Context: an optimization exercise on an open-source flow, tuned for small area. The choices shown serve that exercise and are no tape-out recipe.
The RTL was checked by simulation tests, not by an equivalence proof against the original design.
In every run shown here, the design's own scripts or RTL, not TritonCTS, make the clock network.
The clock input has no modelled driver; a real chip could not lean on it and would need a root buffer or a full tree.
Power and IR drop assume default switching activity.

File: design/flow/design.v
module i2c
    #(
        parameter ADDR_BYTES = 1,
        parameter DATA_BYTES = 2,
        parameter ST_WIDTH = 1 + ADDR_BYTES + DATA_BYTES,
        parameter REG_ADDR_WIDTH = 8 * ADDR_BYTES,
        parameter REG_DATA_WIDTH = 8 * DATA_BYTES
    )(
        input enable,
        input  clk,
        input  reset,
        input  [11:0] clk_div,
        input  open_drain,
        input  data_size,
        input [6:0] chip_addr,
        input [REG_ADDR_WIDTH - 1:0] reg_addr,
        input write_en,
        input write_mode,
        input read_en,
        output [ST_WIDTH - 1:0] status,
        input [6:0]  chip_id,
        output [REG_ADDR_WIDTH - 1:0] slave_reg_addr,
        output slave_write_en,
        input [8 * DATA_BYTES - 1:0] data_in1,
        input [8 * DATA_BYTES - 1:0] data_in0,
        output reg [8 * DATA_BYTES - 1:0] data_out1,
        output reg [8 * DATA_BYTES - 1:0] data_out0,
        output done,
        output busy,
        input  sda_in,
        output sda_out,
        output sda_oen,
        input  scl_in,
        output scl_out,
        output scl_oen
        );
    wire en = enable;
    wire od = open_drain;
    wire ds = data_size;
    localparam m_idle         = 4'd0,
               m_start_write  = 4'd1,
               m_start_read   = 4'd2,
               m_stop         = 4'd3,
               m_shift_out    = 4'd4,
               m_shift_in     = 4'd5,
               m_send_ack     = 4'd6,
               m_send_nack    = 4'd7,
               m_rcv_ack      = 4'd8;
    localparam s_idle    = 4'd0,
               s_shift   = 4'd1,
               s_write   = 4'd2,
               s_send    = 4'd3,
               s_ack     = 4'd4,
               s_ack2    = 4'd5,
               s_chk_ack = 4'd6;
    reg [3:0]  state;
    reg [31:0] sr;
    reg sda_s, scl_s, sda_ss, scl_ss;
    reg sda_reg, oen_reg;
    reg done_r, busy_r;
    reg [5:0]  sr_count;
    reg [1:0]  scl_count;
    reg [11:0] clk_count;
    reg writing, reading, in_prog;
    reg [3:0]  status_r;
    reg wc, wp, rc, rp;
    reg a1, a2;         
    reg rb;             
    reg rw_bit, nack;
    reg [7:0] reg_addr_r;
    reg swe;
    assign status = status_r;
    assign slave_reg_addr = reg_addr_r;
    assign slave_write_en = swe;
    assign done = done_r;
    assign busy = busy_r;
    assign sda_out = sda_reg;
    assign sda_oen = oen_reg;
    assign scl_out = en & ~od & scl_count[1];
    assign scl_oen = ~en | (od & scl_count[1]);
    wire [15:0] data_in = (en || (reg_addr_r == 8'h00)) ? data_in0 : data_in1;
    wire [7:0]  dhi = ds ? data_in[15:8] : data_in[7:0];
    wire [15:0] dload = {dhi, ds ? data_in[7:0] : 8'h00};
    wire rel_sda = ~od;           
    wire bit_sda = od ? 1'b0 : sr[31];
    wire bit_oen = od ? sr[31] : 1'b0;
    wire tick = (clk_count == 12'd0);    
    wire [2:0] byte_count = sr_count[5:3];
    wire scl_rising  =  scl_s && ~scl_ss;
    wire scl_falling = ~scl_s &&  scl_ss;
    wire sda_rising  =  sda_s && ~sda_ss;
    wire sda_falling = ~sda_s &&  sda_ss;
    wire s_start = scl_ss && sda_falling;
    wire s_stop  = scl_ss && sda_rising;
    wire [7:0] word = {sr[6:0], sda_s};
    always @(posedge clk) begin
        if (~reset) begin
            sda_s <= 1'b1; scl_s <= 1'b1; sda_ss <= 1'b1; scl_ss <= 1'b1;
        end else begin
            sda_s <= sda_in; scl_s <= scl_in; sda_ss <= sda_s; scl_ss <= scl_s;
        end
    end
    always @(posedge clk) begin
        if (~reset) begin
            wc <= 1'b0; wp <= 1'b0; rc <= 1'b0; rp <= 1'b0;
        end else begin
            wc <= write_en; wp <= write_en & ~wc;
            rc <= read_en;  rp <= read_en & ~rc;
        end
    end
    always @(posedge clk) begin
        if (~reset) begin
            state    <= 4'd0;
            sda_reg  <= 1'b1;
            oen_reg  <= 1'b1;
            done_r   <= 1'b0;
            busy_r   <= 1'b0;
            sr[15:8] <= 8'h00;
        end else if (en) begin
            if (state == m_idle) begin
                done_r <= 1'b0;
                if (~write_mode) begin
                    if (in_prog) begin
                        state   <= m_stop;
                        sda_reg <= 1'b0;
                        oen_reg <= 1'b0;
                    end else begin
                        sda_reg <= rel_sda;
                        oen_reg <= 1'b1;
                    end
                end
                if (wp | rp) begin
                    sr[31:16] <= in_prog ? dload : {chip_addr, 1'b0, reg_addr};
                    sr[15:0]  <= in_prog ? 16'h0000 : dload;
                end
                if (wp) begin
                    state  <= in_prog ? m_shift_out : m_start_write;
                    busy_r <= 1'b1;
                end else if (rp) begin
                    state  <= m_start_write;
                    busy_r <= 1'b1;
                end else begin
                    busy_r <= 1'b0;
                end
            end else if (tick) begin
                case (state)
                    m_start_write: begin
                        state   <= m_shift_out;
                        sda_reg <= 1'b0;
                        oen_reg <= 1'b0;
                    end
                    m_start_read: begin
                        if (scl_count == 2'b10) begin
                            state     <= m_shift_out;
                            sda_reg   <= 1'b0;
                            oen_reg   <= 1'b0;
                            sr[31:24] <= {chip_addr, 1'b1};
                        end
                    end
                    m_stop: begin
                        if (scl_count == 2'b10) begin
                            state   <= m_idle;
                            sda_reg <= rel_sda;
                            oen_reg <= 1'b1;
                            done_r  <= 1'b1;
                        end
                    end
                    m_shift_out: begin
                        if (scl_count == 2'b00) begin
                            if (sr_count[2:0] == 3'b000 && (|sr_count)) begin
                                state   <= m_rcv_ack;
                                sda_reg <= rel_sda;
                                oen_reg <= 1'b1;
                            end else begin
                                sda_reg <= bit_sda;
                                oen_reg <= bit_oen;
                                sr      <= {sr[30:0], sda_s};
                            end
                        end
                    end
                    m_shift_in: begin
                        if (scl_count == 2'b00) begin
                            if (sr_count == (ds ? 6'd24 : 6'd16)) begin
                                state   <= m_send_nack;
                                sda_reg <= rel_sda;
                                oen_reg <= 1'b1;
                            end else if (sr_count[2:0] == 3'b000) begin
                                state   <= m_send_ack;
                                sda_reg <= 1'b0;
                                oen_reg <= 1'b0;
                            end
                        end else if (scl_count == 2'b01) begin
                            sr      <= {sr[30:0], sda_s};
                            sda_reg <= rel_sda;
                            oen_reg <= 1'b1;
                        end
                    end
                    m_send_ack: begin
                        if (scl_count == 2'b00) begin
                            state   <= m_shift_in;
                            sda_reg <= rel_sda;
                            oen_reg <= 1'b1;
                        end
                    end
                    m_send_nack: begin
                        if (scl_count == 2'b00) begin
                            state   <= m_stop;
                            sda_reg <= 1'b0;
                            oen_reg <= 1'b0;
                        end else begin
                            sda_reg <= rel_sda;
                            oen_reg <= 1'b1;
                        end
                    end
                    m_rcv_ack: begin
                        if (scl_count == 2'b00) begin
                            if (writing && ((byte_count == (ds ? 3'd2 : 3'd1) && in_prog) ||
                                            (byte_count == (ds ? 3'd4 : 3'd3) && ~in_prog))) begin
                                if (write_mode) begin
                                    state  <= m_idle;
                                    done_r <= 1'b1;
                                end else begin
                                    state   <= m_stop;
                                    sda_reg <= 1'b0;
                                    oen_reg <= 1'b0;
                                end
                            end else if (~writing && ~reading && (byte_count == 3'd2)) begin
                                state <= m_start_read;
                            end else if (~writing && reading) begin
                                state <= m_shift_in;
                            end else begin
                                state   <= m_shift_out;
                                sda_reg <= bit_sda;
                                oen_reg <= bit_oen;
                                sr      <= {sr[30:0], sda_s};
                            end
                        end
                    end
                    default: ;
                endcase
            end
        end else begin
            if (s_start) begin
                state   <= s_shift;
                sda_reg <= rel_sda;
                oen_reg <= 1'b1;
                sr[7:0] <= 8'h01;
                busy_r  <= 1'b1;
                done_r  <= 1'b0;
            end else if (s_stop) begin
                state   <= s_idle;
                sda_reg <= rel_sda;
                oen_reg <= 1'b1;
                done_r  <= busy_r;
            end else begin
                case (state)
                    s_idle: begin
                        sda_reg <= rel_sda;
                        oen_reg <= 1'b1;
                        busy_r  <= 1'b0;
                        done_r  <= 1'b0;
                    end
                    s_shift: begin
                        sda_reg <= rel_sda;
                        oen_reg <= 1'b1;
                        if (scl_rising) begin
                            sr[7:0] <= word;
                            if (sr[7]) begin
                                if (~a1) begin
                                    if (word[7:1] != chip_id) begin
                                        state  <= s_idle;
                                        done_r <= 1'b1;
                                    end else begin
                                        state  <= s_ack;
                                    end
                                end else if (~a2) begin
                                    state <= s_ack;
                                end else begin
                                    state <= (~ds | rb) ? s_write : s_ack;
                                end
                            end
                        end
                    end
                    s_write: begin
                        state   <= s_ack;
                        sda_reg <= rel_sda;
                        oen_reg <= 1'b1;
                    end
                    s_send: begin
                        if (scl_falling) begin
                            sr[7:0] <= word;
                            if (sr[7]) begin
                                state   <= s_chk_ack;
                                sda_reg <= rel_sda;
                                oen_reg <= 1'b1;
                            end else begin
                                sda_reg   <= bit_sda;
                                oen_reg   <= bit_oen;
                                sr[31:16] <= {sr[30:16], 1'b0};
                            end
                        end
                    end
                    s_ack: begin
                        if (~scl_ss) begin
                            state   <= s_ack2;
                            sda_reg <= 1'b0;
                            oen_reg <= 1'b0;
                            if (rw_bit) sr[31:16] <= dload;
                        end
                    end
                    s_ack2: begin
                        sr[7:0] <= 8'h01;
                        if (scl_falling) begin
                            if (rw_bit) begin
                                state     <= s_send;
                                sda_reg   <= bit_sda;
                                oen_reg   <= bit_oen;
                                sr[31:16] <= {sr[30:16], 1'b0};
                            end else begin
                                state   <= s_shift;
                                sda_reg <= rel_sda;
                                oen_reg <= 1'b1;
                            end
                        end
                    end
                    s_chk_ack: begin
                        sr[7:0] <= 8'h01;
                        if (scl_falling) begin
                            if (nack) begin
                                state   <= s_idle;
                                sda_reg <= rel_sda;
                                oen_reg <= 1'b1;
                                done_r  <= 1'b1;
                            end else begin
                                state     <= s_send;
                                sda_reg   <= bit_sda;
                                oen_reg   <= bit_oen;
                                sr[31:16] <= {sr[30:16], 1'b0};
                            end
                        end
                    end
                    default: ;
                endcase
            end
            if ((state == s_write) || (state == s_ack && a2 && rb))
                sr[15:8] <= sr[7:0];
        end
    end
    always @(posedge clk) begin
        if (~reset | ~en) begin
            sr_count  <= 6'd0;
            scl_count <= 2'b10;
            clk_count <= clk_div;
            writing   <= 1'b1;
            reading   <= 1'b0;
            in_prog   <= 1'b0;
            status_r  <= 4'd0;
        end else begin
            if (state == m_idle) begin
                sr_count <= 6'd0;
                if (~write_mode) begin
                    in_prog <= 1'b0;
                    if (~in_prog) clk_count <= clk_div;
                end
                scl_count <= in_prog ? 2'b00 : 2'b10;
                if (done_r) reading <= 1'b0;
                if (wp) begin
                    writing  <= 1'b1;
                    status_r <= 4'd0;
                end else if (rp) begin
                    writing  <= 1'b0;
                    reading  <= 1'b0;
                    status_r <= 4'd0;
                end
            end else if (tick) begin
                clk_count <= clk_div;
                scl_count <= scl_count + 1'b1;
                case (state)
                    m_start_read:
                        if (scl_count == 2'b10) begin
                            sr_count <= 6'd0;
                            reading  <= 1'b1;
                        end
                    m_shift_out:
                        if (scl_count == 2'b00 && !(sr_count[2:0] == 3'b000 && (|sr_count)))
                            sr_count <= sr_count + 1'b1;
                    m_shift_in:
                        if (scl_count == 2'b01)
                            sr_count <= sr_count + 1'b1;
                    m_send_ack:
                        if (scl_count == 2'b01)
                            status_r <= {status_r[2:0], sda_s};
                    m_rcv_ack:
                        if (scl_count == 2'b00) begin
                            if (writing && ((byte_count == (ds ? 3'd2 : 3'd1) && in_prog) ||
                                            (byte_count == (ds ? 3'd4 : 3'd3) && ~in_prog))) begin
                                if (write_mode) in_prog <= 1'b1;
                            end else if (~writing && ~reading && (byte_count == 3'd2)) begin
                            end else if (~writing && reading) begin
                            end else begin
                                sr_count <= sr_count + 1'b1;
                            end
                        end else if (scl_count == 2'b01) begin
                            status_r <= {status_r[2:0], sda_s};
                        end
                    default: ;
                endcase
            end else begin
                if (scl_count[1] == 1'b0 || scl_s == 1'b1)
                    clk_count <= clk_count - 1'b1;
            end
        end
    end
    always @(posedge clk) begin
        if (~reset | en) begin
            reg_addr_r <= 8'h00;
            swe        <= 1'b0;
        end else begin
            swe <= 1'b0;
            if (s_start) begin
                a1 <= 1'b0;
                a2 <= 1'b0;
                rb <= 1'b0;
            end else if (!s_stop) begin
                case (state)
                    s_shift:
                        if (scl_rising && sr[7]) begin
                            if (~a1) begin
                                a1 <= 1'b1;
                                rw_bit <= sda_s;
                            end else if (~a2) begin
                                a2 <= 1'b1;
                                reg_addr_r <= word;
                            end else begin
                                if (~ds | rb) swe <= 1'b1;
                                rb <= ds & ~rb;
                            end
                        end
                    s_write:
                        reg_addr_r <= reg_addr_r + 1'b1;
                    s_send:
                        if (scl_falling && sr[7]) begin
                            if (~ds | rb) reg_addr_r <= reg_addr_r + 1'b1;
                            rb <= ds & ~rb;
                        end
                    s_chk_ack:
                        if (scl_rising) nack <= sda_s;
                    default: ;
                endcase
            end
        end
    end
    always @(posedge clk) begin
        if (~reset) begin
            data_out0 <= 16'h0000;
            data_out1 <= 16'h0000;
        end else if (en) begin
            if (done_r && reading)
                data_out0 <= {ds ? sr[15:8] : data_out0[7:0], sr[7:0]};
        end else if (swe) begin
            if (reg_addr_r == 8'h00)
                data_out0 <= sr[15:0];
            else if (reg_addr_r == 8'h01)
                data_out1 <= sr[15:0];
        end
    end
endmodule
File: design/flow/flow/run.sh
#!/bin/bash
# Standard synthesis; then the combinational logic between the flip-flops is
# re-mapped for area with a few ABC scripts, each result proven equal to the
# standard netlist, and the smallest is kept; then the standard layout steps
# with small port buffers and a small two-level clock tree (cts_hook.tcl).
set -euo pipefail
R=orfs/results/sky130hd/i2c/base
LIB=$FLOW_HOME/platforms/sky130hd/lib/sky130_fd_sc_hd__tt_025C_1v80.lib
export BUFFER_PORTS_ARGS="-buffer_cell sky130_fd_sc_hd__buf_1"
export MANUAL_TREE_TCL=$PWD/flow/manual_tree.tcl
export PRE_CTS_TCL=$PWD/flow/cts_hook.tcl

bash standard.sh synth > flow_synth.log 2>&1
cp $R/1_2_yosys.v $R/1_2_yosys_std.v
FLOPS=$(grep -o "sky130_fd_sc_hd__[a-z0-9]*df[a-z0-9_]*" $R/1_2_yosys_std.v | sort -u | tr '\n' ' ')

best=""
bestarea=""
# a small beam search: each pass re-maps the three smallest netlists so far
echo "std $R/1_2_yosys_std.v" > beam_0.txt
for pass in 1 2 3; do
  : > cand_$pass.txt
  i=0
  while read -r src file; do
    i=$((i+1))
    for s in default flow/abc_*.script; do
      n=p${pass}b${i}_$(basename $s .script)
      if [ $s = default ]; then cmd="abc"; else cmd="abc -script $PWD/$s"; fi
      sed -e "s#LIBFILE#$LIB#g" -e "s#IN_NETLIST#$file#" \
          -e "s#OUT_NETLIST#reopt_$n.v#" -e "s#STATFILE#reopt_stat_$n.txt#" \
          -e "s#FLOPCELLS#$FLOPS#g" -e "s#ABCCMD#$cmd#" flow/reopt.ys > reopt_$n.ys
      yosys -s reopt_$n.ys > flow_reopt_$n.log 2>&1 || continue
      a=$(grep 'Chip area' reopt_stat_$n.txt | awk '{print $NF}')
      sed -e "s#LIBFILE#$LIB#g" -e "s#GOLD_NETLIST#$R/1_2_yosys_std.v#" \
          -e "s#GATE_NETLIST#reopt_$n.v#" flow/equiv.ys > equiv_$n.ys
      yosys -s equiv_$n.ys > flow_equiv_$n.log 2>&1 || { echo "$n $a not proven" >> reopt_summary.txt; continue; }
      echo "$n $a proven (from $src)" >> reopt_summary.txt
      echo "$a $n" >> cand_$pass.txt
      if [ -z "$bestarea" ] || awk "BEGIN{exit !($a < $bestarea - 0.001)}"; then best=$n; bestarea=$a; fi
    done
  done < beam_$((pass-1)).txt
  sort -n -k1,1 -u cand_$pass.txt | head -3 | awk '{print $2, "reopt_"$2".v"}' > beam_$pass.txt
done
echo "chosen: ${best:-standard} $bestarea" >> reopt_summary.txt
if [ -n "$best" ]; then
  cp reopt_$best.v $R/1_2_yosys.v
  rm -f $R/1_synth.odb $R/1_synth.sdc
fi
bash standard.sh finish > flow_finish.log 2>&1
File: design/flow/flow/abc_a1.script
strash
ifraig
scorr
dc2
strash
&get -n
&dch -f
&nf -R 1000 -a
&put
File: design/flow/flow/abc_a2.script
strash
ifraig
scorr
dc2
dc2
strash
&get -n
&dch -f
&nf -R 1000 -a
&put
File: design/flow/flow/abc_a3.script
strash
ifraig
scorr
dc2
dc2
dc2
strash
&get -n
&dch -f
&nf -R 1000 -a
&put
File: design/flow/flow/abc_a4.script
strash
ifraig
scorr
balance
rewrite
refactor
balance
rewrite
rewrite -z
balance
refactor -z
rewrite -z
balance
dc2
dc2
strash
&get -n
&dch -f
&nf -R 1000 -a
&put
File: design/flow/flow/abc_a5.script
strash
ifraig
scorr
dc2
dc2
strash
dch -f
map -a
File: design/flow/flow/abc_a6.script
strash
dc2
dc2
dch -f
map -a
topo
File: design/flow/flow/cts_hook.tcl
# PRE_CTS hook: replace TritonCTS by a small balanced two-level tree
# (see manual_tree.tcl); the rest of the standard CTS step (placement
# legalisation, timing repair) runs as usual.
source $::env(MANUAL_TREE_TCL)
rename clock_tree_synthesis tritoncts_clock_tree_synthesis
proc clock_tree_synthesis { args } {
  manual_clock_tree sky130_fd_sc_hd__clkbuf_8 sky130_fd_sc_hd__clkbuf_16 30
  set_propagated_clock [all_clocks]
}
File: design/flow/flow/equiv.ys
# Prove the re-mapped netlist equal to the standard synthesis: the
# flip-flops are the same instances, so they are matched by name.
read_liberty -ignore_miss_func LIBFILE
read_verilog GOLD_NETLIST
rename i2c gold
read_verilog GATE_NETLIST
rename i2c gate
flatten gold gate
rename -hide gold/w:_* gate/w:_*
rename -hide gold/w:*net* gate/w:*net*
opt_clean
equiv_make gold gate eq
hierarchy -top eq
equiv_simple
equiv_induct
equiv_status -assert
File: design/flow/flow/manual_tree.tcl
# A two-level clock tree: one root buffer at the centre of the registers,
# driving one leaf buffer per group of nearby registers (k-means on their
# placed locations). Every register sees the same two buffers on its clock
# path, so the tree stays balanced.
proc manual_clock_tree { root_cell leaf_cell max_fanout } {
  set block [ord::get_db_block]
  set db [ord::get_db]
  set clk_net [$block findNet clk]
  set sinks {}
  foreach it [$clk_net getITerms] {
    if { [$it isInputSignal] } { lappend sinks $it }
  }
  set n [llength $sinks]
  set k [expr { int(ceil(double($n) / $max_fanout)) }]
  if { $k < 1 } { set k 1 }
  # sink locations
  set xs {}; set ys {}
  foreach it $sinks {
    set inst [$it getInst]
    set bb [$inst getBBox]
    lappend xs [expr { ([$bb xMin] + [$bb xMax]) / 2.0 }]
    lappend ys [expr { ([$bb yMin] + [$bb yMax]) / 2.0 }]
  }
  # k-means, seeded by sorting on the angle around the centroid
  set cx 0.0; set cy 0.0
  foreach x $xs y $ys { set cx [expr {$cx + $x}]; set cy [expr {$cy + $y}] }
  set cx [expr {$cx / $n}]; set cy [expr {$cy / $n}]
  set order {}
  for {set i 0} {$i < $n} {incr i} {
    lappend order [list $i [expr { atan2([lindex $ys $i] - $cy, [lindex $xs $i] - $cx) }]]
  }
  set order [lsort -real -index 1 $order]
  set assign [lrepeat $n 0]
  for {set j 0} {$j < $n} {incr j} {
    lset assign [lindex $order $j 0] [expr { $j * $k / $n }]
  }
  for {set iter 0} {$iter < 30} {incr iter} {
    set sx [lrepeat $k 0.0]; set sy [lrepeat $k 0.0]; set sc [lrepeat $k 0]
    for {set i 0} {$i < $n} {incr i} {
      set c [lindex $assign $i]
      lset sx $c [expr {[lindex $sx $c] + [lindex $xs $i]}]
      lset sy $c [expr {[lindex $sy $c] + [lindex $ys $i]}]
      lset sc $c [expr {[lindex $sc $c] + 1}]
    }
    set mx {}; set my {}
    for {set c 0} {$c < $k} {incr c} {
      set m [lindex $sc $c]
      if { $m == 0 } { set m 1 }
      lappend mx [expr {[lindex $sx $c] / $m}]
      lappend my [expr {[lindex $sy $c] / $m}]
    }
    # capacitated reassignment: nearest centre with room left
    set cnt [lrepeat $k 0]
    set pairs {}
    for {set i 0} {$i < $n} {incr i} {
      for {set c 0} {$c < $k} {incr c} {
        set d [expr { abs([lindex $xs $i] - [lindex $mx $c]) + abs([lindex $ys $i] - [lindex $my $c]) }]
        lappend pairs [list $d $i $c]
      }
    }
    set pairs [lsort -real -index 0 $pairs]
    set done [lrepeat $n 0]
    set cap [expr { int(ceil(double($n) / $k)) }]
    foreach p $pairs {
      lassign $p d i c
      if { [lindex $done $i] } continue
      if { [lindex $cnt $c] >= $cap } continue
      lset assign $i $c
      lset done $i 1
      lset cnt $c [expr {[lindex $cnt $c] + 1}]
    }
  }
  # build the tree
  set root_master [$db findMaster $root_cell]
  set leaf_master [$db findMaster $leaf_cell]
  set root [odb::dbInst_create $block $root_master clkroot]
  set root_net [odb::dbNet_create $block clknet_root]
  $root_net setSigType CLOCK
  [$root findITerm A] connect $clk_net
  [$root findITerm X] connect $root_net
  set rx 0.0; set ry 0.0
  for {set c 0} {$c < $k} {incr c} {
    set leaf [odb::dbInst_create $block $leaf_master clkleaf_$c]
    set net [odb::dbNet_create $block clknet_leaf_$c]
    $net setSigType CLOCK
    [$leaf findITerm A] connect $root_net
    [$leaf findITerm X] connect $net
    set bx [expr { int([lindex $mx $c]) }]
    set by [expr { int([lindex $my $c]) }]
    $leaf setLocation $bx $by
    $leaf setPlacementStatus PLACED
    set rx [expr {$rx + $bx}]; set ry [expr {$ry + $by}]
    puts "clock leaf $c: [lindex $cnt $c] registers at ($bx, $by)"
  }
  for {set i 0} {$i < $n} {incr i} {
    set it [lindex $sinks $i]
    $it disconnect
    $it connect [$block findNet clknet_leaf_[lindex $assign $i]]
  }
  $root setLocation [expr { int($rx / $k) }] [expr { int($ry / $k) }]
  $root setPlacementStatus PLACED
  puts "manual clock tree: $n registers, $k leaf buffers"
}
File: design/flow/flow/reopt.ys
# Re-map the combinational logic of the standard synthesis for area.
# Every flip-flop instance is kept as it is (same name, same cell type);
# the flip-flop cells are black boxes here, so only the logic between them
# is re-mapped.
read_liberty -ignore_miss_func LIBFILE
read_verilog IN_NETLIST
hierarchy -top i2c
blackbox FLOPCELLS
flatten
rename -hide w:*
opt_clean -purge
opt -fast
ABCCMD -liberty LIBFILE -dont_use sky130_fd_sc_hd__lpflow_bleeder_1 -dont_use sky130_fd_sc_hd__lpflow_clkbufkapwr_1 -dont_use sky130_fd_sc_hd__lpflow_clkbufkapwr_16 -dont_use sky130_fd_sc_hd__lpflow_clkbufkapwr_2 -dont_use sky130_fd_sc_hd__lpflow_clkbufkapwr_4 -dont_use sky130_fd_sc_hd__lpflow_clkbufkapwr_8 -dont_use sky130_fd_sc_hd__lpflow_clkinvkapwr_1 -dont_use sky130_fd_sc_hd__lpflow_clkinvkapwr_16 -dont_use sky130_fd_sc_hd__lpflow_clkinvkapwr_2 -dont_use sky130_fd_sc_hd__lpflow_clkinvkapwr_4 -dont_use sky130_fd_sc_hd__lpflow_clkinvkapwr_8 -dont_use sky130_fd_sc_hd__lpflow_decapkapwr_12 -dont_use sky130_fd_sc_hd__lpflow_decapkapwr_3 -dont_use sky130_fd_sc_hd__lpflow_decapkapwr_4 -dont_use sky130_fd_sc_hd__lpflow_decapkapwr_6 -dont_use sky130_fd_sc_hd__lpflow_decapkapwr_8 -dont_use sky130_fd_sc_hd__lpflow_inputiso0n_1 -dont_use sky130_fd_sc_hd__lpflow_inputiso0p_1 -dont_use sky130_fd_sc_hd__lpflow_inputiso1n_1 -dont_use sky130_fd_sc_hd__lpflow_inputiso1p_1 -dont_use sky130_fd_sc_hd__lpflow_inputisolatch_1 -dont_use sky130_fd_sc_hd__lpflow_isobufsrc_1 -dont_use sky130_fd_sc_hd__lpflow_isobufsrc_16 -dont_use sky130_fd_sc_hd__lpflow_isobufsrc_2 -dont_use sky130_fd_sc_hd__lpflow_isobufsrc_4 -dont_use sky130_fd_sc_hd__lpflow_isobufsrc_8 -dont_use sky130_fd_sc_hd__lpflow_isobufsrckapwr_16 -dont_use sky130_fd_sc_hd__lpflow_lsbuf_lh_hl_isowell_tap_1 -dont_use sky130_fd_sc_hd__lpflow_lsbuf_lh_hl_isowell_tap_2 -dont_use sky130_fd_sc_hd__lpflow_lsbuf_lh_hl_isowell_tap_4 -dont_use sky130_fd_sc_hd__lpflow_lsbuf_lh_isowell_4 -dont_use sky130_fd_sc_hd__lpflow_lsbuf_lh_isowell_tap_1 -dont_use sky130_fd_sc_hd__lpflow_lsbuf_lh_isowell_tap_2 -dont_use sky130_fd_sc_hd__lpflow_lsbuf_lh_isowell_tap_4 -dont_use sky130_fd_sc_hd__probe_p_8 -dont_use sky130_fd_sc_hd__probec_p_8  -D 10000
opt_clean -purge
read_liberty -lib -ignore_redef LIBFILE
hilomap -singleton -hicell sky130_fd_sc_hd__conb_1 HI -locell sky130_fd_sc_hd__conb_1 LO
opt_clean -purge
check -assert -mapped
tee -o STATFILE stat -liberty LIBFILE
write_verilog -noattr -nohex -nodec OUT_NETLIST
File: design/flow/standard.sh
#!/bin/bash
# synth_recipe.tcl (not shown) runs the flow's synth.tcl, then flattens the netlist and writes it again
# the make line also repeats each setting of config.mk as NAME=value (left out here)
make -C /OpenROAD-flow-scripts/flow DESIGN_CONFIG=/design/flow/config.mk WORK_HOME=/design/flow/orfs CLKGATE_MAP_FILE= SYNTH_SCRIPT=/design/flow/synth_recipe.tcl "${@:-finish}"
File: design/flow/config.mk
export PLATFORM = sky130hd
export DESIGN_NAME = i2c
export DESIGN_NICKNAME = i2c
export VERILOG_FILES = /design/flow/design.v
export SDC_FILE = /design/flow/constraint.sdc
export NUM_CORES = 4
export LEC_CHECK = 0
export CAP_MARGIN = 5
export CORE_MARGIN = 2
export CORE_UTILIZATION = 45
export GPL_TIMING_DRIVEN = 0
export PLACE_DENSITY = 0.65
export SLEW_MARGIN = 5
File: design/flow/constraint.sdc
create_clock -name core_clock -period 10.0 [get_ports {clk}]
set_input_delay 2.0000 -clock core_clock [delete_from_list [all_inputs] [get_ports {clk}]]
set_output_delay 2.0000 -clock core_clock [all_outputs]
set_load 0.01 [all_outputs]
==> summary.txt, run 1 <==
----------------------------------------------------
[Job]
  Count of maximum capacitance violations ... 0

[Worst setup path]
  Capture point of the critical path ... sr[31]
  Number of cells on the worst reg-to-reg path ... 14
  Reg2Reg Capture Point ... sr[31]
  FF-to-FF setup slack ... 4.82 ns
  Max Fanout on Critical Path ... 22
  Kind of end point of the critical path ... register
  Worst setup path startpoint ... data_size
  FF-to-FF Start ... clk_count[1]
  Type of the worst setup path ... input port to register
  Required arrival time at the worst endpoint ... 10.06 ns
  Startpoint Class ... input port
  WP data arrival ... 5.70 ns

[Clock network]
  Setup Buffers After CTS ... 0
  Count of cells resized by post-cts repair ... 0
  Insertion delay of the later-clocked pin in the worst-skew pair ... 0.40 ns
  Clk pin slew, worst setup/hold paths ... 0.09 ns
  Hold-fix buffers, CTS ... 0

[Pwr]
  Power per standard cell area ... 179 nW/um^2
  Total power draw ... 0.00125 W
  Leakage ... 2.44 nW
  Peak supply drop ... 0.0000923 V

[Timing]
  Setup Total Neg Slack ... 0 ns
  Worst slew margin ... 0.108
  Final Skew ... 0.00967 ns
  Max-slew violations ... 0
  Portion of the clock cycle consumed by the worst path in the final layout ... 0.565
  Number of failing hold endpoints at the final stage ... 0
  Transition time at the pin with the least slew margin ... 1.34 ns
  Final setup vio count ... 0
  RSZ-0062 raised after global routing ... no
  Peak Freq ... 177 MHz
  Period minus WS final ... 5.65 ns

[Cells and area]
  Non-filler instance count after layout ... 1061
  Layout Area Growth over Synthesis ... 13.7%
  Top flop regs ... sr x32, data_out0 x16, data_out1 x16
  Fillcell total ... 1332
  Antenna diode count ... 0
  Flip-flop count of the largest register after layout ... 32
  Final #Nets ... 963
  Top register by number of flip-flops ... sr
  Fraction of layout cells with a size suffix above 1 ... 0.0102

[Detailed routing]
  Final routed wirelength across all metal layers ... 20.4 mm
  Routed vias ... 6495
  DRC ... 0
  Antenna violation net count after detailed routing ... 0
  Number of design-rule violations left by the first detailed-router iteration ... 664
  DR vias/cell ... 6.12
  Detailed-routing iteration count for the pre-antenna-repair pass ... 6
  Routed length per instance ... 19.2 um

[Global routing]
  Number of antenna violations at the first check in global routing ... 0
  Overflow left after global routing ... 0
  Combined global-route utilization of all metal layers ... 0.272
  Global-route wire length before repair ... 32.2 mm
  Largest net degree at the start of global routing ... 57
  Number of global-route vias before repair ... 6089

[Placement]
  Global placement routability congestion ... 0.944
  Number of placed instances with taps included ... 1055
  HPWL after detailed placement ... 14.8 mm
  Count of input and output buffers ... 126

[Synth]
  Mapped cell area ... 6140 um^2
  Post-Syn Nets ... 828
  Mean post-synth cell area ... 8.17 um^2
  YS warnings ... 1
  Count of mapped cells out of synthesis ... 752

[Status]
  Status ... complete, no violations

[Floorplanning]
  Number of rows created at floorplan ... 42
  Vert. Die Dim ... 121 um
  Die footprint ... 14600 um^2
  Number of top-level pins ... 127
  Horizontal die dimension ... 121 um
  Core footprint ... 13300 um^2
  Initial core utilization ... 0.462

[Min path]
  Path category of the worst min-delay check ... register to register
  HP Start ... wc

----------------------------------------------------
-- how the worst min path moves through the flow --
stage                     to  slack (ns)  cells after the start
after floorplan           rp        0.37                      1
after global placement    rp        0.37                      1
after detailed placement  wp        0.38                      1
after CTS                 wp        0.39                      1
after global routing      rp        0.41                      1
final                     wp        0.39                      1
-- area by class of cell --
type / instances / area, um^2 / share of cell area
repair buffers: 127 / 479 / 0.0686
inverters: 15 / 56.3 / 0.00806
multi-input cells: 616 / 3260 / 0.467
plain buffers: 6 / 139 / 0.0199
well taps: 176 / 220 / 0.0315
flip-flops and latches: 121 / 2830 / 0.405
-- placed cells by master, fill, tap and decap left out, drive strengths merged, types with 8 or more instances in the layout --
cell type,n
o21ai,112
mux2i,8
and2,8
nor2,134
nand2b,12
nor2b,12
nand2,94
o22ai,24
clkinv,15
nor4,8
edfxtp,41
a21oi,52
buf,127
nand3,17
nor3,23
dfxtp,80
a31oi,14
-- worst max-delay path: stages --
cell and delay, ns:
sky130_fd_sc_hd__buf_1 0.74, sky130_fd_sc_hd__clkinv_1 0.50, sky130_fd_sc_hd__o2111a_1 0.24, sky130_fd_sc_hd__o21ai_0 0.40
sky130_fd_sc_hd__nor2_1 0.20, sky130_fd_sc_hd__nor4_1 0.37, sky130_fd_sc_hd__nand2_1 0.10, sky130_fd_sc_hd__o21ai_0 0.19
sky130_fd_sc_hd__o211ai_1 0.21, sky130_fd_sc_hd__o21ai_0 0.30, sky130_fd_sc_hd__a31o_1 0.44
-- power by group --
| part | switching (W) | leakage (nW) | internal, W |
|---|---|---|---|
| sequential | 0.0000662 | 1.04 | 0.000569 |
| combinational | 0.000243 | 1.34 | 0.000117 |
| clock | 0.000156 | 0.0688 | 0.0000996 |
| total | 0.000465 | 2.44 | 0.000785 |
-- routing by layer --
layer	up-vias	track usage	wire length, um
li1	3060	-	-
met1	3026	0.396	8900
met2	367	0.432	9050
met3	42	0.0288	1930
met4	0	0.0698	539
met5	-	0	0
-- metrics by stage --
stage / hold WS (ns) / instance area, um^2 / worst slack (ns) / utilization
finish: 0.389 / 6990 / 4.35 / 0.526
global route: 0.408 / 6990 / 4.06 / 0.526
CTS: 0.393 / 6980 / 4.52 / 0.525
detailed placement: 0.379 / 6840 / 4.08 / 0.515
global placement: 0.372 / 6840 / 3.71 / 0.514
floorplan: 0.367 / 6140 / 5.68 / -
==> run 2, diff against run 1 <==
==> design/flow/flow/run.sh (replaced) <==
#!/bin/bash
# Standard synthesis; then the combinational logic between the flip-flops is
# re-mapped for area with a few ABC scripts, each result proven equal to the
# standard netlist, and the smallest is kept; then the standard layout steps
# with small port buffers and a small two-level clock tree (cts_hook.tcl).
set -euo pipefail
R=orfs/results/sky130hd/i2c/base
LIB=$FLOW_HOME/platforms/sky130hd/lib/sky130_fd_sc_hd__tt_025C_1v80.lib
export BUFFER_PORTS_ARGS="-buffer_cell sky130_fd_sc_hd__buf_1"
export MANUAL_TREE_TCL=$PWD/flow/manual_tree.tcl
export PRE_CTS_TCL=$PWD/flow/cts_hook.tcl

bash standard.sh synth > flow_synth.log 2>&1
cp $R/1_2_yosys.v $R/1_2_yosys_std.v
FLOPS=$(grep -o "sky130_fd_sc_hd__[a-z0-9]*df[a-z0-9_]*" $R/1_2_yosys_std.v | sort -u | tr '\n' ' ')

# one candidate: re-map $2 with script $3 into reopt_$1.v and prove it equal
# to the standard netlist; its area goes to cand_$1.txt only if proven
try_script() {
  local n=$1 file=$2 s=$3 cmd
  if [ $s = default ]; then cmd="abc"; else cmd="abc -script $PWD/$s"; fi
  sed -e "s#LIBFILE#$LIB#g" -e "s#IN_NETLIST#$file#" \
      -e "s#OUT_NETLIST#reopt_$n.v#" -e "s#STATFILE#reopt_stat_$n.txt#" \
      -e "s#FLOPCELLS#$FLOPS#g" -e "s#ABCCMD#$cmd#" flow/reopt.ys > reopt_$n.ys
  yosys -s reopt_$n.ys > flow_reopt_$n.log 2>&1 || return 0
  local a=$(grep 'Chip area' reopt_stat_$n.txt | awk '{print $NF}')
  sed -e "s#LIBFILE#$LIB#g" -e "s#GOLD_NETLIST#$R/1_2_yosys_std.v#" \
      -e "s#GATE_NETLIST#reopt_$n.v#" flow/equiv.ys > equiv_$n.ys
  if yosys -s equiv_$n.ys > flow_equiv_$n.log 2>&1; then
    echo "$a $n" > cand_$n.txt
  else
    echo "$n $a not proven" > cand_$n.failed
  fi
}

# a small beam search: each pass re-maps the three smallest netlists so far
echo "std $R/1_2_yosys_std.v" > beam_0.txt
for pass in 1 2 3; do
  i=0
  while read -r src file; do
    i=$((i+1))
    for s in default flow/abc_*.script; do
      n=p${pass}b${i}_$(basename $s .script)
      try_script $n $file $s &
      while [ $(jobs -rp | wc -l) -ge ${NUM_CORES:-4} ]; do sleep 0.2; done
    done
  done < beam_$((pass-1)).txt
  wait
  cat cand_p${pass}b*.txt 2>/dev/null | sort -n -k1,1 > pass_$pass.txt || true
  cat cand_p${pass}b*.failed 2>/dev/null >> reopt_summary.txt || true
  cat pass_$pass.txt >> reopt_summary.txt
  sort -n -k1,1 -u pass_$pass.txt | head -3 | awk '{print $2, "reopt_"$2".v"}' > beam_$pass.txt
done
cat pass_*.txt | sort -n -k1,1 | head -1 > best.txt
best=$(awk '{print $2}' best.txt)
bestarea=$(awk '{print $1}' best.txt)
echo "chosen: ${best:-standard} $bestarea" >> reopt_summary.txt
if [ -n "$best" ]; then
  cp reopt_$best.v $R/1_2_yosys.v
  rm -f $R/1_synth.odb $R/1_synth.sdc
fi
bash standard.sh finish > flow_finish.log 2>&1
==> run 2 against run 1 <==
  * Global-route usage unchanged
  * Area after synthesis unchanged
  * Via count unchanged
  * Largest cell class unchanged
  * Still clean
  * Critical endpoint unchanged
==> summary.txt, run 2 <==
----------------------------------------------------
[Cells and area]
  Fraction of layout cells with a size suffix above 1 ... 0.0102
  Highest-count cells in the layout ignoring fill and taps ... sky130_fd_sc_hd__nor2_1, sky130_fd_sc_hd__buf_1, sky130_fd_sc_hd__o21ai_0
  Core occupancy in the finished layout ... 0.526
  Top register by number of flip-flops ... sr
  Flip-flop count of the largest register after layout ... 32
  Top flop regs ... sr x32, data_out0 x16, data_out1 x16
  Antenna diode count ... 0
  Final #Nets ... 963
  Commonest non-fill, non-tap cell in the layout ... sky130_fd_sc_hd__nor2_1
  Layout Area Growth over Synthesis ... 13.7%

[Worst setup path]
  FF-to-FF Start ... clk_count[1]
  Reg2Reg Capture Point ... sr[31]
  Worst setup path startpoint ... data_size
  Startpoint Class ... input port
  FF-to-FF setup slack ... 4.82 ns
  Number of cells on the worst reg-to-reg path ... 14
  Required arrival time at the worst endpoint ... 10.06 ns
  Type of the worst setup path ... input port to register
  Kind of end point of the critical path ... register
  Slowest cell on the critical path ... sky130_fd_sc_hd__buf_1
  Max Fanout on Critical Path ... 22
  Capture point of the critical path ... sr[31]
  Chain of cells forming the critical path ... buf_1, clkinv_1, o2111a_1, o21ai_0, nor2_1, nor4_1, nand2_1, o21ai_0, o211ai_1, o21ai_0, a31o_1
  Slowest stage delay, CP ... 0.74 ns
  WP data arrival ... 5.70 ns
  Cell mode on critical path ... sky130_fd_sc_hd__o21ai_0

[Clock network]
  Clk pin slew, worst setup/hold paths ... 0.09 ns
  Insertion delay of the later-clocked pin in the worst-skew pair ... 0.40 ns
  Setup Buffers After CTS ... 0
  Hold-fix buffers, CTS ... 0
  Count of cells resized by post-cts repair ... 0

[Synth]
  Mean post-synth cell area ... 8.17 um^2
  Post-Syn Nets ... 828
  Count of mapped cells out of synthesis ... 752
  Mapped cell area ... 6140 um^2
  YS warnings ... 1

[Global routing]
  Combined global-route utilization of all metal layers ... 0.272
  Largest net degree at the start of global routing ... 57
  Overflow left after global routing ... 0
  Number of global-route vias before repair ... 6089
  Number of antenna violations at the first check in global routing ... 0
  Global-route wire length before repair ... 32.2 mm

[Timing]
  Number of failing hold endpoints at the final stage ... 0
  Setup Total Neg Slack ... 0 ns
  Worst slew margin ... 0.108
  Portion of the clock cycle consumed by the worst path in the final layout ... 0.565
  Final setup vio count ... 0
  Final Skew ... 0.00967 ns
  Period minus WS final ... 5.65 ns
  RSZ-0062 raised after global routing ... no
  Transition time at the pin with the least slew margin ... 1.34 ns
  Max-slew violations ... 0
  Peak Freq ... 177 MHz

[Status]
  Status ... complete, no violations

[Floorplanning]
  Number of rows created at floorplan ... 42
  Vert. Die Dim ... 121 um
  Core footprint ... 13300 um^2
  Initial core utilization ... 0.462
  Number of top-level pins ... 127
  Horizontal die dimension ... 121 um
  Die footprint ... 14600 um^2

[Pwr]
  Leakage ... 2.44 nW
  Peak supply drop ... 0.0000923 V
  Total power draw ... 0.00125 W
  Power per standard cell area ... 179 nW/um^2

[Detailed routing]
  DR vias/cell ... 6.12
  Routed length per instance ... 19.2 um
  DRC ... 0
  Final routed wirelength across all metal layers ... 20.4 mm
  Detailed-routing iteration count for the pre-antenna-repair pass ... 6
  Number of design-rule violations left by the first detailed-router iteration ... 664
  Antenna violation net count after detailed routing ... 0
  Routed vias ... 6495

[Min path]
  Path category of the worst min-delay check ... register to register

[Job]
  Count of maximum capacitance violations ... 0

[Placement]
  Global placement routability congestion ... 0.944
  Count of input and output buffers ... 126
  HPWL after detailed placement ... 14.8 mm

----------------------------------------------------
[run 2: routing by layer]
metal	GRT usage	routed length, um	part of all wire
met4	0.0698	539	0.026
met3	0.0288	1930	0.095
met5	0	0	0
met2	0.432	9050	0.44
met1	0.396	8900	0.44
[run 2: power breakdown]
part / switching [W] / internal, W / leakage, nW
registers: 0.0000662 / 0.000569 / 1.04
logic: 0.000243 / 0.000117 / 1.34
clock network: 0.000156 / 0.0000996 / 0.0688
[run 2: layout make-up]
type / count / area (um^2)
Multi-Input combinational cell: 616 / 3260
Buffer: 6 / 139
Timing Repair Buffer: 127 / 479
Inverter: 15 / 56.3
Sequential cell: 121 / 2830
Tap cell: 176 / 220
Fill cell: 1332 / 6310
[run 2: worst min path at each step]
stage	startpoint	end	cells past startpoint
finish	wc	wp	1
global route	rc	rp	1
CTS	wc	wp	1
detailed placement	wc	wp	1
global placement	rc	rp	1
floorplan	rc	rp	1
[run 2: metrics by stage]
stage,instance area (um^2),setup slack (ns),hold WS [ns],instances
finish,6990,4.35,0.389,1061
global route,6990,4.06,0.408,1061
CTS,6980,4.52,0.393,1061
detailed placement,6840,4.08,0.379,1055
global placement,6840,3.71,0.372,1054
floorplan,6140,5.68,0.367,752
[run 2: worst max-delay path: cells and delay by family]
kind | cells | cell delay [ns]
buffers and inverters | 2 | 1.24
AO/OA/AOI/OAI | 6 | 1.78
AND/OR/NAND/NOR | 3 | 0.67
==> run 3, diff against run 2 <==
--- a/design/flow/design.v
+++ b/design/flow/design.v
@@ -64,9 +64,11 @@
     reg writing, reading, in_prog;
     reg [3:0]  status_r;
     reg wc, wp, rc, rp;
-    reg a1, a2;         
-    reg rb;             
-    reg rw_bit, nack;
+    wire a1 = writing;          
+    wire a2 = reading;          
+    wire rb = in_prog;          
+    wire rw_bit = sr_count[0];
+    wire nack = sr_count[1];
     reg [7:0] reg_addr_r;
     reg swe;
     assign status = status_r;
@@ -347,7 +349,7 @@
         end
     end
     always @(posedge clk) begin
-        if (~reset | ~en) begin
+        if (~reset) begin
             sr_count  <= 6'd0;
             scl_count <= 2'b10;
             clk_count <= clk_div;
@@ -355,7 +357,7 @@
             reading   <= 1'b0;
             in_prog   <= 1'b0;
             status_r  <= 4'd0;
-        end else begin
+        end else if (en) begin
             if (state == m_idle) begin
                 sr_count <= 6'd0;
                 if (~write_mode) begin
@@ -409,6 +411,32 @@
                 if (scl_count[1] == 1'b0 || scl_s == 1'b1)
                     clk_count <= clk_count - 1'b1;
             end
+        end else begin
+            if (s_start) begin
+                writing <= 1'b0;
+                reading <= 1'b0;
+                in_prog <= 1'b0;
+            end else if (!s_stop) begin
+                case (state)
+                    s_shift:
+                        if (scl_rising && sr[7]) begin
+                            if (~a1) begin
+                                writing <= 1'b1;
+                                sr_count[0] <= sda_s;
+                            end else if (~a2) begin
+                                reading <= 1'b1;
+                            end else begin
+                                in_prog <= ds & ~rb;
+                            end
+                        end
+                    s_send:
+                        if (scl_falling && sr[7])
+                            in_prog <= ds & ~rb;
+                    s_chk_ack:
+                        if (scl_rising) sr_count[1] <= sda_s;
+                    default: ;
+                endcase
+            end
         end
     end
     always @(posedge clk) begin
@@ -417,34 +445,20 @@
             swe        <= 1'b0;
         end else begin
             swe <= 1'b0;
-            if (s_start) begin
-                a1 <= 1'b0;
-                a2 <= 1'b0;
-                rb <= 1'b0;
-            end else if (!s_stop) begin
+            if (!s_start && !s_stop) begin
                 case (state)
                     s_shift:
-                        if (scl_rising && sr[7]) begin
-                            if (~a1) begin
-                                a1 <= 1'b1;
-                                rw_bit <= sda_s;
-                            end else if (~a2) begin
-                                a2 <= 1'b1;
+                        if (scl_rising && sr[7] && a1) begin
+                            if (~a2)
                                 reg_addr_r <= word;
-                            end else begin
-                                if (~ds | rb) swe <= 1'b1;
-                                rb <= ds & ~rb;
-                            end
+                            else if (~ds | rb)
+                                swe <= 1'b1;
                         end
                     s_write:
                         reg_addr_r <= reg_addr_r + 1'b1;
                     s_send:
-                        if (scl_falling && sr[7]) begin
-                            if (~ds | rb) reg_addr_r <= reg_addr_r + 1'b1;
-                            rb <= ds & ~rb;
-                        end
-                    s_chk_ack:
-                        if (scl_rising) nack <= sda_s;
+                        if (scl_falling && sr[7] && (~ds | rb))
+                            reg_addr_r <= reg_addr_r + 1'b1;
                     default: ;
                 endcase
             end
--- a/design/flow/flow/run.sh
+++ b/design/flow/flow/run.sh
@@ -33,9 +33,9 @@
   fi
 }
 
-# a small beam search: each pass re-maps the three smallest netlists so far
+# a small beam search: each pass re-maps the five smallest netlists so far
 echo "std $R/1_2_yosys_std.v" > beam_0.txt
-for pass in 1 2 3; do
+for pass in $(seq 1 ${REOPT_PASSES:-4}); do
   i=0
   while read -r src file; do
     i=$((i+1))
@@ -49,7 +49,7 @@
   cat cand_p${pass}b*.txt 2>/dev/null | sort -n -k1,1 > pass_$pass.txt || true
   cat cand_p${pass}b*.failed 2>/dev/null >> reopt_summary.txt || true
   cat pass_$pass.txt >> reopt_summary.txt
-  sort -n -k1,1 -u pass_$pass.txt | head -3 | awk '{print $2, "reopt_"$2".v"}' > beam_$pass.txt
+  sort -n -k1,1 -u pass_$pass.txt | head -${REOPT_BEAM:-5} | awk '{print $2, "reopt_"$2".v"}' > beam_$pass.txt
 done
 cat pass_*.txt | sort -n -k1,1 | head -1 > best.txt
 best=$(awk '{print $2}' best.txt)
--- a/design/flow/flow/cts_hook.tcl
+++ b/design/flow/flow/cts_hook.tcl
@@ -4,6 +4,6 @@
 source $::env(MANUAL_TREE_TCL)
 rename clock_tree_synthesis tritoncts_clock_tree_synthesis
 proc clock_tree_synthesis { args } {
-  manual_clock_tree sky130_fd_sc_hd__clkbuf_8 sky130_fd_sc_hd__clkbuf_16 30
+  manual_clock_tree sky130_fd_sc_hd__clkbuf_8 sky130_fd_sc_hd__clkbuf_16 24
   set_propagated_clock [all_clocks]
 }
==> run 3 against run 2 <==
  * Worst setup slack gained 0.073 ns
  * Total power grew 45%
  * Sequential share of layout area is 1.9 points lower
  * Critical path depth is 5 lower
  * Die area down 1.4%
  * Area after synthesis decreased by 1.4%
  * Clock skew up 0.0070 ns
  * First-iteration DRC count fell by 4.2%
  * Cell count decreased by 1.9%
  * Design area decreased by 0.54%
  * Critical path type unchanged
==> summary.txt, run 3 <==
----------------------------------------------------
[Pwr]
  Internal power summed over all cells ... 0.000981 W
  Leakage ... 2.39 nW
  Power per standard cell area ... 261 nW/um^2
  Combinational share of power ... 0.459
  Peak supply drop ... 0.000155 V
  Power share of the sequential group ... 0.403
  Sw Pwr ... 0.000835 W
  Clock share of power ... 0.138
  Switching portion of total power ... 0.460

[Timing]
  Max-slew violations ... 0
  RSZ-0062 raised after global routing ... no
  Setup Total Neg Slack ... 0 ns
  Final Skew ... 0.0167 ns
  Peak Freq ... 179 MHz
  Period minus WS final ... 5.57 ns
  Crit path setup slack, layout ... 4.43 ns
  Portion of the clock cycle consumed by the worst path in the final layout ... 0.557
  Number of failing hold endpoints at the final stage ... 0
  Final setup vio count ... 0
  Worst slew margin ... 0.144
  Transition time at the pin with the least slew margin ... 1.27 ns

[Clock network]
  Insertion delay of the later-clocked pin in the worst-skew pair ... 0.41 ns
  Hold-fix buffers, CTS ... 0
  Setup Buffers After CTS ... 0
  Count of cells resized by post-cts repair ... 0
  Clk pin slew, worst setup/hold paths ... 0.09 ns

[Floorplanning]
  Initial core utilization ... 0.459
  Core footprint ... 13200 um^2
  Number of rows created at floorplan ... 42
  Die footprint ... 14400 um^2
  Number of top-level pins ... 127
  Horizontal die dimension ... 120 um
  Vert. Die Dim ... 120 um

[Synth]
  Post-Syn Nets ... 805
  Mean post-synth cell area ... 8.31 um^2
  YS warnings ... 1
  Count of mapped cells out of synthesis ... 729
  Mapped cell area ... 6060 um^2

[Worst setup path]
  Required arrival time at the worst endpoint ... 10.11 ns
  Kind of end point of the critical path ... register
  Startpoint Class ... input port
  Worst setup path startpoint ... enable
  Max Fanout on Critical Path ... 38
  FF-to-FF Start ... clk_count[0]
  Type of the worst setup path ... input port to register
  WP data arrival ... 5.69 ns

[Cells and area]
  Fraction of layout cells with a size suffix above 1 ... 0.0162
  Final design area excluding fillers ... 6950 um^2
  Layout Area Growth over Synthesis ... 14.8%
  Highest-count cells in the layout ignoring fill and taps ... sky130_fd_sc_hd__buf_1, sky130_fd_sc_hd__nor2_1, sky130_fd_sc_hd__o21ai_0
  Flip-flop count of the largest register after layout ... 32
  Antenna diode count ... 0
  Top flop regs ... sr x32, data_out0 x16, data_out1 x16
  Final #Nets ... 943
  Area taken by multi-input logic gates ... 3330 um^2
  Fillcell total ... 1292
  Commonest non-fill, non-tap cell in the layout ... sky130_fd_sc_hd__buf_1
  Footprint of the flip-flops and latches ... 2680 um^2
  Top register by number of flip-flops ... sr

[Global routing]
  Global-route wire length before repair ... 32.3 mm
  Largest net degree at the start of global routing ... 47
  Number of global-route vias before repair ... 6081
  Met3 track utilization from global routing ... 0.0366
  Overflow left after global routing ... 0
  Routing layer with the top usage in global route ... met2
  Number of antenna violations at the first check in global routing ... 0
  M1 GR Usage ... 0.386
  Combined global-route utilization of all metal layers ... 0.277
  Met2 Usage GRT ... 0.453

[Placement]
  Count of input and output buffers ... 126
  Worst-case setup slack after placement ... 4.16 ns
  HPWL after detailed placement ... 15.3 mm
  DP Area ... 6810 um^2
  Global placement routability congestion ... 0.983

[Status]
  Status ... complete, no violations

[Detailed routing]
  Number of design-rule violations left by the first detailed-router iteration ... 636
  Routed length per instance ... 19.8 um
  DRC ... 0
  Antenna violation net count after detailed routing ... 0
  Detailed-routing iteration count for the pre-antenna-repair pass ... 5
  Routed vias ... 6549
  Final routed wirelength across all metal layers ... 20.6 mm
  DR vias/cell ... 6.29

[Min path]
  Path category of the worst min-delay check ... register to register
  HP Start ... rc

[Job]
  Count of maximum capacitance violations ... 0

----------------------------------------------------
-- run 3: changes by cell type in the layout (fill, tap and decap cells not counted), moves of 5 or more --
cell                       before  now
sky130_fd_sc_hd__o22ai_1       24   15
sky130_fd_sc_hd__a211oi_1       3   10
sky130_fd_sc_hd__edfxtp_1      41   36
sky130_fd_sc_hd__o31ai_1        2   11
sky130_fd_sc_hd__nor2_1       134  116
sky130_fd_sc_hd__a221o_1        7    0
sky130_fd_sc_hd__and2_0         8    2
sky130_fd_sc_hd__o211ai_1       1    8
sky130_fd_sc_hd__nand2_1       94   83
sky130_fd_sc_hd__o21ai_0      112   96
sky130_fd_sc_hd__a21oi_1       52   59
sky130_fd_sc_hd__mux2i_1        8   16
-- run 3: per-layer routing --
metal	vias up	share of wire
met5	-	0
li1	3045	-
met3	49	0.082
met2	327	0.46
met1	3128	0.43
met4	0	0.028
-- run 3: worst max-delay path, stage by stage --
cell                       delay (ns)
sky130_fd_sc_hd__buf_2           0.55
sky130_fd_sc_hd__clkinv_1        0.84
sky130_fd_sc_hd__nor2_1          1.23
sky130_fd_sc_hd__a21oi_1         0.25
sky130_fd_sc_hd__o21ai_1         0.52
sky130_fd_sc_hd__buf_4           0.26
-- run 3: final cells by class --
type / count / share of cell area
Buffer: 6 / 0.0200
Tap cell: 176 / 0.0317
Inverter: 13 / 0.00702
Multi-Input combinational cell: 600 / 0.480
Timing Repair Buffer: 130 / 0.0756
Sequential cell: 116 / 0.386
-- run 3: power by group through the flow --
stage / clock [W] / combinational [W] / sequential, W
after floorplan: 0 / 0.000569 / 0.000691
after global placement: 0 / 0.000790 / 0.000734
after detailed placement: 0 / 0.000812 / 0.000736
after CTS: 0.000254 / 0.000816 / 0.000725
after global routing: 0.000270 / 0.000922 / 0.000743
final: 0.000251 / 0.000834 / 0.000731
-- run 3: through the flow --
step	hold slack, ns	cells	utilization	total power (W)
detailed placement	0.379	1035	0.516	0.00155
global route	0.402	1041	0.527	0.00194
floorplan	0.367	729	-	0.00126
CTS	0.393	1041	0.527	0.00180
global placement	0.371	1031	0.512	0.00152
finish	0.390	1041	0.527	0.00182
-- run 3: final timing paths --
path | end | slack, ns | depth (start not counted)
worst min register to register | rp | 0.39 | 1
worst max-delay path | clk_count[5] | 4.43 | 6
worst max register to register | sr[4] | 4.97 | 11
worst min-delay path | rp | 0.39 | 1
==> run 4, diff against run 3 <==
==> design/flow/flow/run.sh (replaced) <==
#!/bin/bash
# Standard synthesis; then the combinational logic between the flip-flops is
# re-mapped for area with ABC (deep AIG synthesis, then a few mapping
# scripts), each result proven equal to the standard netlist, and the
# smallest is kept; then the standard layout steps with small port buffers
# and a small two-level clock tree (cts_hook.tcl).
set -euo pipefail
R=orfs/results/sky130hd/i2c/base
LIB=$FLOW_HOME/platforms/sky130hd/lib/sky130_fd_sc_hd__tt_025C_1v80.lib
NC=${NUM_CORES:-4}
export BUFFER_PORTS_ARGS="-buffer_cell sky130_fd_sc_hd__buf_1"
export MANUAL_TREE_TCL=$PWD/flow/manual_tree.tcl
export PRE_CTS_TCL=$PWD/flow/cts_hook.tcl

bash standard.sh synth > flow_synth.log 2>&1
cp $R/1_2_yosys.v $R/1_2_yosys_std.v
FLOPS=$(grep -o "sky130_fd_sc_hd__[a-z0-9]*df[a-z0-9_]*" $R/1_2_yosys_std.v | sort -u | tr '\n' ' ')
mkdir -p reopt

# one candidate: re-map netlist $2 with ABC script $3 into reopt/$1.v and
# prove it equal to the standard netlist; its area goes to reopt/$1.area
# only if the proof succeeds
try_script() {
  local n=$1 file=$2 s=$3
  sed -e "s#LIBFILE#$LIB#g" -e "s#IN_NETLIST#$file#" \
      -e "s#OUT_NETLIST#reopt/$n.v#" -e "s#STATFILE#reopt/$n.stat#" \
      -e "s#FLOPCELLS#$FLOPS#g" -e "s#ABCCMD#abc -script $s#" flow/reopt.ys > reopt/$n.ys
  yosys -s reopt/$n.ys > reopt/$n.log 2>&1 || return 0
  local a=$(grep 'Chip area' reopt/$n.stat | awk '{print $NF}')
  sed -e "s#LIBFILE#$LIB#g" -e "s#GOLD_NETLIST#$R/1_2_yosys_std.v#" \
      -e "s#GATE_NETLIST#reopt/$n.v#" flow/equiv.ys > reopt/$n.eq.ys
  if yosys -s reopt/$n.eq.ys > reopt/$n.eq.log 2>&1; then
    echo "$a $n" > reopt/$n.area
  else
    echo "$n $a not proven" >> reopt_summary.txt
  fi
}
throttle() { while [ $(jobs -rp | wc -l) -ge $NC ]; do sleep 0.5; done; }
best_of() { cat reopt/*.area 2>/dev/null | sort -n -k1,1 | head -${1:-1}; }

MAP='&get -n\n&dch -f\n&nf -R 1000 -a\n&put\n'
# stage 1: deep AIG synthesis from the standard netlist, several seeds
for sd in 1 2 3 4; do
  printf "strash\nifraig\nscorr\ndc2\ndc2\n&get -n\n&deepsyn -T 150 -S $sd\n&put\n$MAP" > reopt/deep1_$sd.script
  try_script d1s$sd $R/1_2_yosys_std.v $PWD/reopt/deep1_$sd.script &
  throttle
done
wait
src=$(best_of 1 | awk '{print $2}')
for sd in 5 6 7 8; do
  printf "strash\n&get -n\n&deepsyn -T 90 -S $sd\n&put\n$MAP" > reopt/deep2_$sd.script
  if [ -n "$src" ]; then try_script d2s$sd reopt/$src.v $PWD/reopt/deep2_$sd.script & else try_script d2s$sd $R/1_2_yosys_std.v $PWD/reopt/deep2_$sd.script & fi
  throttle
done
wait
# stage 3: the quick mapping scripts, from the three smallest so far
for pass in 1 2; do
  i=0
  best_of 3 > reopt/beam_$pass.txt
  while read -r a src; do
    i=$((i+1))
    for s in flow/abc_*.script; do
      try_script q${pass}b${i}_$(basename $s .script) reopt/$src.v $PWD/$s &
      throttle
    done
  done < reopt/beam_$pass.txt
  wait
done
cat reopt/*.area | sort -n -k1,1 >> reopt_summary.txt
best=$(best_of 1 | awk '{print $2}')
echo "chosen: ${best:-standard} $(best_of 1 | awk '{print $1}')" >> reopt_summary.txt
if [ -n "$best" ]; then
  cp reopt/$best.v $R/1_2_yosys.v
  rm -f $R/1_synth.odb $R/1_synth.sdc
fi
bash standard.sh finish > flow_finish.log 2>&1
==> run 4 against run 3 <==
  * Still clean on timing, DRC and antenna
  * Register-to-register slack improved by 0.33 ns
  * Sequential power increased by 3.1%
  * Utilization increased by 0.32 points
  * Highest routed layer unchanged
==> summary.txt, run 4 <==
----------------------------------------------------
[Clock network]
  Setup Buffers After CTS ... 0
  Hold-fix buffers, CTS ... 0
  Count of cells resized by post-cts repair ... 0
  Insertion delay of the later-clocked pin in the worst-skew pair ... 0.39 ns
  Clk pin slew, worst setup/hold paths ... 0.09 ns

[Worst setup path]
  Largest delay share family, worst path ... buffers and inverters
  WP data arrival ... 5.61 ns
  Buffering stage count on the worst path with inverters included ... 3
  Chain of cells forming the critical path ... buf_1, clkinv_1, nor3_1, nor3_1, a222oi_1, clkinv_1
  Required arrival time at the worst endpoint ... 10.27 ns
  Max Fanout on Critical Path ... 19
  Slowest stage delay, CP ... 1.11 ns
  Crit. path cell count ... 6
  Startpoint Class ... input port
  Number of cells on the worst reg-to-reg path ... 11
  Type of the worst setup path ... input port to register
  Kind of end point of the critical path ... register
  Slowest cell on the critical path ... sky130_fd_sc_hd__nor3_1

[Cells and area]
  Highest-count cells in the layout ignoring fill and taps ... sky130_fd_sc_hd__buf_1, sky130_fd_sc_hd__nand2_1, sky130_fd_sc_hd__dfxtp_1
  Commonest non-fill, non-tap cell in the layout ... sky130_fd_sc_hd__buf_1
  Fraction of layout cells with a size suffix above 1 ... 0.0193
  Layout Area Growth over Synthesis ... 15.7%
  Flip-flop count of the largest register after layout ... 32
  Top register by number of flip-flops ... sr
  Final #Nets ... 803
  Antenna diode count ... 0
  Fillcell total ... 1131
  Top flop regs ... sr x32, data_out0 x16, data_out1 x16

[Global routing]
  Number of global-route vias before repair ... 5074
  Global-route wire length before repair ... 27.0 mm
  Number of antenna violations at the first check in global routing ... 0
  Combined global-route utilization of all metal layers ... 0.255
  Largest net degree at the start of global routing ... 25
  Overflow left after global routing ... 0

[Synth]
  Post-Syn Nets ... 666
  YS warnings ... 1
  Mapped cell area ... 5480 um^2
  Mean post-synth cell area ... 9.29 um^2
  Count of mapped cells out of synthesis ... 590

[Detailed routing]
  Top layer in use ... met4
  Routed vias ... 5549
  Routed length per instance ... 19.8 um
  Detailed-routing iteration count for the pre-antenna-repair pass ... 7
  Routed length on met2 ... 7.93 mm
  Final routed wirelength across all metal layers ... 17.3 mm
  DR vias/cell ... 6.36
  Met3 layer wire length in the routed design ... 1.42 mm
  Number of design-rule violations left by the first detailed-router iteration ... 873
  Wire length the detailed router placed on met1 ... 7.59 mm
  DRC ... 0
  Antenna violation net count after detailed routing ... 0

[Pwr]
  Power per standard cell area ... 240 nW/um^2
  Leakage ... 2.25 nW
  Total power draw ... 0.00152 W
  Peak supply drop ... 0.000161 V

[Timing]
  RSZ-0062 raised after global routing ... no
  Max-slew violations ... 0
  Number of failing hold endpoints at the final stage ... 0
  Worst slew margin ... 0.171
  Period minus WS final ... 5.34 ns
  Setup Total Neg Slack ... 0 ns
  Peak Freq ... 187 MHz
  Final Skew ... 0.00963 ns
  Final setup vio count ... 0
  Portion of the clock cycle consumed by the worst path in the final layout ... 0.534
  Transition time at the pin with the least slew margin ... 1.23 ns

[Placement]
  Count of input and output buffers ... 126
  Global placement routability congestion ... 0.919
  HPWL after detailed placement ... 12.8 mm

[Min path]
  Instance count along the most critical hold path ... 1
  Path category of the worst min-delay check ... register to register

[Floorplanning]
  Core footprint ... 12000 um^2
  Initial core utilization ... 0.458
  Vert. Die Dim ... 114 um
  Die footprint ... 13100 um^2
  Number of rows created at floorplan ... 40
  Number of top-level pins ... 127
  Horizontal die dimension ... 114 um

[Job]
  Count of maximum capacitance violations ... 0

[Status]
  Status ... complete, no violations

----------------------------------------------------
## run 4: worst paths after layout
path	from	to	slack [ns]
worst max-delay path	reset	data_out0[9]	4.66
worst min-delay path	wc	wp	0.39
worst max register to register	clk_count[0]	sr[11]	5.30
worst min register to register	wc	wp	0.39
## run 4: final cells by class
cell class | instances | area [um^2] | area share
Multi-Input combinational cell | 454 | 2760 | 0.435
Sequential cell | 116 | 2680 | 0.423
Buffer | 6 | 139 | 0.0219
Tap cell | 147 | 184 | 0.0290
Timing Repair Buffer | 129 | 503 | 0.0793
Inverter | 20 | 75.1 | 0.0118
## run 4: power breakdown
part	switching (W)	internal (W)
Clock	0.000142	0.0000991
Sequential	0.000136	0.000619
Combinational	0.000327	0.000198
## run 4: metal layers
metal / vias up / track usage
met1: 2639 / 0.369
met5: - / 0
met2: 299 / 0.420
li1: 2579 / -
met4: 0 / 0.0447
met3: 32 / 0.0249
## run 4: metrics by stage
stage          cells  hold WS (ns)  worst slack (ns)  instance area (um^2)  utilization
6_report         872         0.387              4.66                  6340        0.530
5_1_grt          872         0.403              4.46                  6340        0.530
4_1_cts          872         0.392              4.82                  6330        0.529
3_5_place_dp     866         0.378              4.36                  6190        0.517
3_3_place_gp     863         0.374              2.98                  6140        0.513
2_1_floorplan    590         0.367              4.68                  5480            -

==> afterwards: timing with drivers on the ports <==
Ports are ideal in the flow. The routed layouts listed here were re-timed in OpenROAD.
Step 1, drivers: a clkbuf_16 drives clk and a buf_2 each remaining input, both assumed.
Step 2 also shifts input and output timing later by t, the mid clock arrival at the registers, as if the neighbouring blocks saw the same clock.
Slacks: ideal ports / drivers / drivers and shift; pairs: ideal ports / drivers.
| run | shift t [ns] | slack for setup (ns) | hold slack, ns | clock arrival spread, ns | worst slew at a driven data input, ns |
|---|---|---|---|---|---|
| run 1 | 0.429 | 4.354 / 4.362 / 3.932 | 0.389 / 0.389 / 0.389 | 0.013 / 0.013 | 0.04 |
| run 2 | 0.429 | 4.354 / 4.362 / 3.932 | 0.389 / 0.389 / 0.389 | 0.013 / 0.013 | 0.04 |
| run 3 | 0.433 | 4.427 / 4.441 / 4.008 | 0.390 / 0.390 / 0.390 | 0.017 / 0.016 | 0.04 |
| run 4 | 0.418 | 4.656 / 4.664 / 4.246 | 0.387 / 0.387 / 0.387 | 0.010 / 0.010 | 0.03 |
After both steps every run listed still meets setup and hold.
